What follows belongs to an exercise in optimizing a design on an open flow for a short achievable clock period and few clock cycles; a production flow would make more cautious choices.
Only simulation tests tie the RTL to the original design; equivalence was not proved.
Power is estimated from default activity; no workload was simulated.

==> job 7827 <==
## cpu
module cpu
(
    input   logic           clk,
    input   logic           rst,
    output  logic   [31:0]  imem_addr,
    output  logic   [3:0]   imem_rmask,
    input   logic   [31:0]  imem_rdata,
    input   logic           imem_resp,
    output  logic   [31:0]  dmem_addr,
    output  logic   [3:0]   dmem_rmask,
    output  logic   [3:0]   dmem_wmask,
    input   logic   [31:0]  dmem_rdata,
    output  logic   [31:0]  dmem_wdata,
    input   logic           dmem_resp
);
    localparam logic [6:0] OP_LUI   = 7'b0110111;
    function automatic logic [31:0] spsum(input logic [52:0] sp);
        spsum = {sp[52] ? sp[51:32] : sp[31:12], sp[11:0]};
    endfunction
    localparam logic [6:0] OP_AUIPC = 7'b0010111;
    localparam logic [6:0] OP_JAL   = 7'b1101111;
    localparam logic [6:0] OP_JALR  = 7'b1100111;
    localparam logic [6:0] OP_BR    = 7'b1100011;
    localparam logic [6:0] OP_LOAD  = 7'b0000011;
    localparam logic [6:0] OP_STORE = 7'b0100011;
    localparam logic [6:0] OP_IMM   = 7'b0010011;
    localparam logic [6:0] OP_REG   = 7'b0110011;
    logic [31:0] fpc;           
    logic        ipend;         
    logic        ikill;         
    logic [31:0] req_pc;        
    logic        bv0, bv1;      
    logic [31:0] bi0, bi1, bp0, bp1;
    logic        req_pred, bpr0, bpr1;   
    localparam int NB = 8;
    logic [NB-1:0] bt_v;
    logic [29:0]   bt_pc [NB];
    logic [29:0]   bt_tg [NB];
    logic [2:0]    bt_ptr;
    logic          al_v, al_inv;       
    logic          al_d;               
    logic [29:0]   al_pc;
    logic [52:0]   al_sp;
    logic        bc_ok;
    logic [4:0]  bc_idx;
    logic [31:0] bc_val;
    logic        e_valid;
    logic [31:0] e_rs1v, e_rs2v, e_opb, e_imm, e_alt, e_pc4, e_pc;
    logic [52:0] e_bsp;
    logic [31:2] e_addr;
  ...
export LEC_CHECK = 0
export CAP_MARGIN = 20
export CORE_MARGIN = 2
export CORE_UTILIZATION = 40
export PLACE_DENSITY = 0.6
export SLEW_MARGIN = 20
export TNS_END_PERCENT = 100
create_clock -name core_clock -period 12.0 [get_ports {clk}]
standard.sh (not shown) runs the stock make flow with config.mk's settings and CLKGATE_MAP_FILE= SYNTH_SCRIPT=/design/flow/synth_recipe.tcl, a recipe that flattens the netlist after the stock synthesis.
==> flow/flow/run.sh <==
#!/bin/bash
set -euo pipefail
MARGIN=${MARGIN:-7}
bash standard.sh synth > log_synth.txt 2>&1
bash standard.sh SETUP_SLACK_MARGIN=$MARGIN floorplan > log_floorplan.txt 2>&1
bash standard.sh SETUP_SLACK_MARGIN=$MARGIN place > log_place.txt 2>&1
bash standard.sh SETUP_SLACK_MARGIN=$MARGIN cts > log_cts.txt 2>&1
bash standard.sh SETUP_SLACK_MARGIN=$MARGIN route > log_route.txt 2>&1
bash standard.sh SETUP_SLACK_MARGIN=$MARGIN finish > log_finish.txt 2>&1
test -f out/final.def
==> inputs of job 2268, as changes to job 7827 <==
--- a/flow/design.v
+++ b/flow/design.v
@@ -26,31 +26,21 @@
     localparam logic [6:0] OP_IMM   = 7'b0010011;
     localparam logic [6:0] OP_REG   = 7'b0110011;
     logic [31:0] fpc;           
     logic        ipend;         
     logic        ikill;         
     logic [31:0] req_pc;        
     logic        bv0, bv1;      
     logic [31:0] bi0, bi1, bp0, bp1;
-    logic        req_pred, bpr0, bpr1;   
-    localparam int NB = 8;
-    logic [NB-1:0] bt_v;
-    logic [29:0]   bt_pc [NB];
-    logic [29:0]   bt_tg [NB];
-    logic [2:0]    bt_ptr;
-    logic          al_v, al_inv;       
-    logic          al_d;               
-    logic [29:0]   al_pc;
-    logic [52:0]   al_sp;
     logic        bc_ok;
     logic [4:0]  bc_idx;
     logic [31:0] bc_val;
     logic        e_valid;
-    logic [31:0] e_rs1v, e_rs2v, e_opb, e_imm, e_alt, e_pc4, e_pc;
+    logic [31:0] e_rs1v, e_rs2v, e_opb, e_imm, e_alt, e_pc4;
     logic [52:0] e_bsp;
     logic [31:2] e_addr;
     logic [1:0]  e_off;
     logic [3:0]  e_wmask;
     logic        e_fm1, e_fm2, e_immb;
     logic        e_use_alt, e_sub, e_sra;
     logic [2:0]  e_f3;
     logic [4:0]  e_rd;
@@ -147,18 +137,16 @@
     logic [3:0]  d_wmask;
     logic        jr_e, jr_m, jr_known, d_jr_fast;
     logic [52:0] jr_sp;
     logic        bc_hit, bc_busy, mem_stall;
     assign arriving = ipend & imem_resp & ~ikill;
     assign d_valid  = bv0 | arriving;
     assign d_inst   = bv0 ? bi0 : imem_rdata;
     assign d_pc     = bv0 ? bp0 : req_pc;
-    logic d_pred, d_badpred;
-    assign d_pred   = bv0 ? bpr0 : req_pred;
     assign d_op  = d_inst[6:0];
     assign d_rd  = d_inst[11:7];
     assign d_rs1 = d_inst[19:15];
     assign d_rs2 = d_inst[24:20];
     assign d_f3  = d_inst[14:12];
     assign d_lui   = d_op == OP_LUI;
     assign d_auipc = d_op == OP_AUIPC;
     assign d_jal   = d_op == OP_JAL;
@@ -228,21 +216,19 @@
     addsp #(12) u_jr_te_buf (.base(e_alt), .imm(bi0[31:20]), .sp(jr_te_buf));
     addsp #(12) u_jr_tm_buf (.base(m_res), .imm(bi0[31:20]), .sp(jr_tm_buf));
     assign jr_sp    = bv0 ? (jr_e ? jr_te_buf : jr_tm_buf) : (jr_e ? jr_te_in : jr_tm_in);
     assign d_jr_fast = d_jalr & jr_known;
     assign loaduse = e_valid & e_isload & e_wen &
                      ((d_use1 & (d_rs1 == e_rd)) | (d_use2 & (d_rs2 == e_rd)));
     assign d_go    = d_valid & ~e_stall & ~loaduse & ~mem_stall;
     assign d_adv   = d_go & ~e_redirect;
-    assign d_badpred  = d_pred & ~(d_jal | d_br | d_jalr);
-    assign d_redir0   = d_go & (((d_jal | (d_br & d_bwd)) & ~d_pred) | d_jr_fast | d_badpred);
+    assign d_redir0   = d_go & (d_jal | (d_br & d_bwd) | d_jr_fast);
     assign d_redirect = d_redir0 & ~e_redirect;
-    assign d_tsp      = d_jal ? d_jsp : d_br ? d_bsp : d_jalr ? jr_sp :
-                        {1'b0, 20'd0, d_pc4[31:12], d_pc4[11:0]};
+    assign d_tsp      = d_jal ? d_jsp : d_br ? d_bsp : jr_sp;
     logic redirect;
     assign redirect   = e_redirect | d_redirect;
     assign issue      = ~bv0 & (~ipend | imem_resp);
     logic o_i0, o_i1;
     assign imem_rmask = {4{o_i0 | (o_i1 & imem_resp)}};
     logic        e_redir_r, d_redir_r;
     logic [31:0] e_tgt_r, d_tgt_r;
     logic [52:0] d_tsp_r;
@@ -257,37 +243,25 @@
             ikill <= 1'b0;
             bv0   <= 1'b0;
             bv1   <= 1'b0;
             o_i0  <= 1'b1;
             o_i1  <= 1'b1;
         end else begin
             e_redir_r <= e_redirect;
             d_redir_r <= d_redirect;
-            fpc <= issue ? (bt_hit ? {bt_tgt, 2'b00} : imem_addr + 32'd4) : imem_addr;
+            fpc <= issue ? imem_addr + 32'd4 : imem_addr;
             ipend <= issue | (ipend & ~imem_resp);
             ikill <= redirect ? (issue | (ipend & ~imem_resp)) : (~issue & ~imem_resp & ikill);
             bv0 <= bv0_n;
             bv1 <= bv1_n;
             o_i0 <= ~bv0_n & ~(issue | (ipend & ~imem_resp));
             o_i1 <= ~bv0_n;
         end
     end
-    logic        bt_hit;
-    logic [29:0] bt_tgt;
-    always_comb begin
-        bt_hit = 1'b0;
-        bt_tgt = 30'd0;
-        for (int i = 0; i < NB; i++) begin
-            if (bt_v[i] && bt_pc[i] == imem_addr[31:2]) begin
-                bt_hit = 1'b1;
-                bt_tgt = bt_tgt | bt_tg[i];
-            end
-        end
-    end
     logic bv0_n, bv1_n;
     always_comb begin
         bv0_n = bv0;
         bv1_n = bv1;
         if (redirect) begin
             bv0_n = 1'b0;
             bv1_n = 1'b0;
         end else if (bv0) begin
@@ -297,59 +271,26 @@
             end else if (arriving) begin
                 bv1_n = 1'b1;
             end
         end else if (arriving & ~d_adv) begin
             bv0_n = 1'b1;
         end
     end
     always_ff @(posedge clk) begin
-        if (issue) begin
-            req_pc   <= imem_addr;
-            req_pred <= bt_hit;
-        end
+        if (issue) req_pc <= imem_addr;
         e_tgt_r <= {e_tgt[31:2], 2'b00};
         d_tsp_r <= d_tsp;
         if (bv0 & d_go & bv1) begin
-            bi0 <= bi1; bp0 <= bp1; bpr0 <= bpr1;
+            bi0 <= bi1; bp0 <= bp1;
         end else if (bv0 ? d_go : ~d_go) begin
-            bi0 <= imem_rdata; bp0 <= req_pc; bpr0 <= req_pred;
+            bi0 <= imem_rdata; bp0 <= req_pc;
         end
         if (bv0 & (~bv1 | d_go)) begin
-            bi1 <= imem_rdata; bp1 <= req_pc; bpr1 <= req_pred;
-        end
-    end
-    always_ff @(posedge clk) begin
-        if (rst) begin
-            bt_v   <= '0;
-            bt_ptr <= 3'd0;
-            al_v   <= 1'b0;
-            al_d   <= 1'b0;
-        end else begin
-            al_v   <= e_redirect & e_isbr;
-            al_inv <= e_bpred;
-            al_pc  <= e_pc[31:2];
-            al_sp  <= e_bsp;
-            al_d   <= d_redirect & (d_jal | d_br) & ~d_pred;
-            if (al_d) begin
-                bt_v[bt_ptr]  <= 1'b1;
-                bt_pc[bt_ptr] <= e_pc[31:2];
-                bt_tg[bt_ptr] <= d_tgt_r[31:2];
-                bt_ptr <= bt_ptr + 3'd1;
-            end else if (al_v) begin
-                if (al_inv) begin
-                    for (int i = 0; i < NB; i++)
-                        if (bt_pc[i] == al_pc) bt_v[i] <= 1'b0;
-                end else begin
-                    bt_v[bt_ptr]  <= 1'b1;
-                    bt_pc[bt_ptr] <= al_pc;
-                    bt_tg[bt_ptr] <= spsum(al_sp) >> 2;
-                    bt_ptr <= bt_ptr + 3'd1;
-                end
-            end
+            bi1 <= imem_rdata; bp1 <= req_pc;
         end
     end
     always_ff @(posedge clk) begin
         if (rst) begin
             bc_ok <= 1'b0;
         end else if (d_valid & d_mem & ~bc_hit) begin
             bc_ok  <= 1'b1;
             bc_idx <= d_rs1;
@@ -414,18 +355,17 @@
                 e_sra     <= d_inst[30];
                 e_f3      <= d_f3;
                 e_rd      <= d_rd;
                 e_wen     <= d_wen & d_adv;
                 e_isload  <= d_load & d_adv;
                 e_ldv     <= d_load & d_adv;
                 e_isstore <= d_store & d_adv;
                 e_isbr    <= d_br & d_adv;
-                e_bpred   <= d_bwd | d_pred;
-                e_pc      <= d_pc;
+                e_bpred   <= d_bwd;
                 e_bredir  <= b_imm != 32'd4;
                 e_jalr    <= d_jalr & ~d_jr_fast & d_adv;
             end
         end
     end
 endmodule
 module addsx #(parameter int N = 12)
 (
==> summary of the runs <==
- Job 2268 completed with no timing, DRC or antenna violations. Job 7827 passed the timing, design-rule and antenna checks.
- Against job 7827, the core utilization of job 2268 is lower by 0.090 points.
- In maximum frequency, job 7827 and job 2268 hardly differ.
- Between job 2268 and job 7827, the lower global-route usage is in job 2268 (gap 5.4 points).
- Of job 7827 and job 2268, job 7827 has the higher die area (gap about 27%, measured against job 2268).
- Of job 7827 and job 2268, job 7827 has the higher total power (gap 33%, measured against job 2268).
- Sequential cell count: job 7827 is higher than job 2268 (609).
- Against job 2268, the count of clock-buffer cells in the layout of job 7827 is higher by 104.
- Of job 2268 and job 7827, job 7827 has the higher sequential share of layout area (gap 3.1 points).
- Of job 2268 and job 7827, job 7827 has the higher sequential power (gap 27%, measured against job 7827).
==> figures <==
| quantity | job 2268 | job 7827 |
|---|---|---|
| Switching part of the total power | 0.363 | 0.367 |
| Compound-cell area share of the yosys netlist | 0.103 | 0.109 |
| CP Launch Point | dmem_resp | imem_resp |
| Sink of the worst hold path | e_wmask[1] | m_off[0] |
| Hold depth | 2 | 0 |
| Sequential-to-total area share from yosys stat | 0.415 | 0.453 |
| Count of cells resized by post-cts repair | 578 | 780 |
| Gr usage total | 0.325 | 0.379 |
| Diodes inserted | 13 | 23 |
| Count of fill cells added during filler insertion | 24,700 | 31,818 |
| Result of the run | finished clean | finished clean |
| Layout-to-synthesis area ratio | 1.161x | 1.164x |
| Length of the first detailed-routing pass in iterations | 7 | 8 |
| Sequential group power | 7280 µW | 9980 µW |
| Placed cell count | 12,643 | 16,258 |
| #FFs+latches synth | 1,618 | 2,227 |
| FF/Latch Area | 47,200 µm² | 65,400 µm² |
| Setup WS post-layout | 6.70 ns | 6.70 ns |
| FP Rows | 195 | 220 |
| # clk buffers | 223 | 327 |
Testbench counts of job 7827, summed over its fixed seeds: cycles 17,844.
Testbench counts of job 2268, summed over its fixed seeds: cycles 18,359.

## what the ideal ports hide
The results above use ideal ports. As a check the final layouts listed here were re-extracted and re-timed, cells and wires unchanged.
Step 1 sets driving cells, clkbuf_16 on the clock port and buf_2 on the other inputs (assumed; they add their load-dependent delay and slew).
Step 2 moves the port delays by t, midway between the first and last clock arrival at a register: inputs arrive t later, outputs are due t later. That takes back most of the time a late clock gives input paths.
Three values: ideal ports, drivers, drivers and shift; two values: the first two.
run	shift t [ns]	setup slack, ns	worst setup path after step 2	latest minus earliest clock arrival (ns)
job 7827	1.008	6.699 / 6.653 / 5.872	input to register	0.076 / 0.076
job 2268	0.947	6.703 / 6.652 / 5.906	input to register	0.137 / 0.138
After both steps every run listed still meets setup and hold. For job 7827, which loses most, drivers alone change the setup slack by -0.046 ns; drivers and shift together by -0.827 ns.
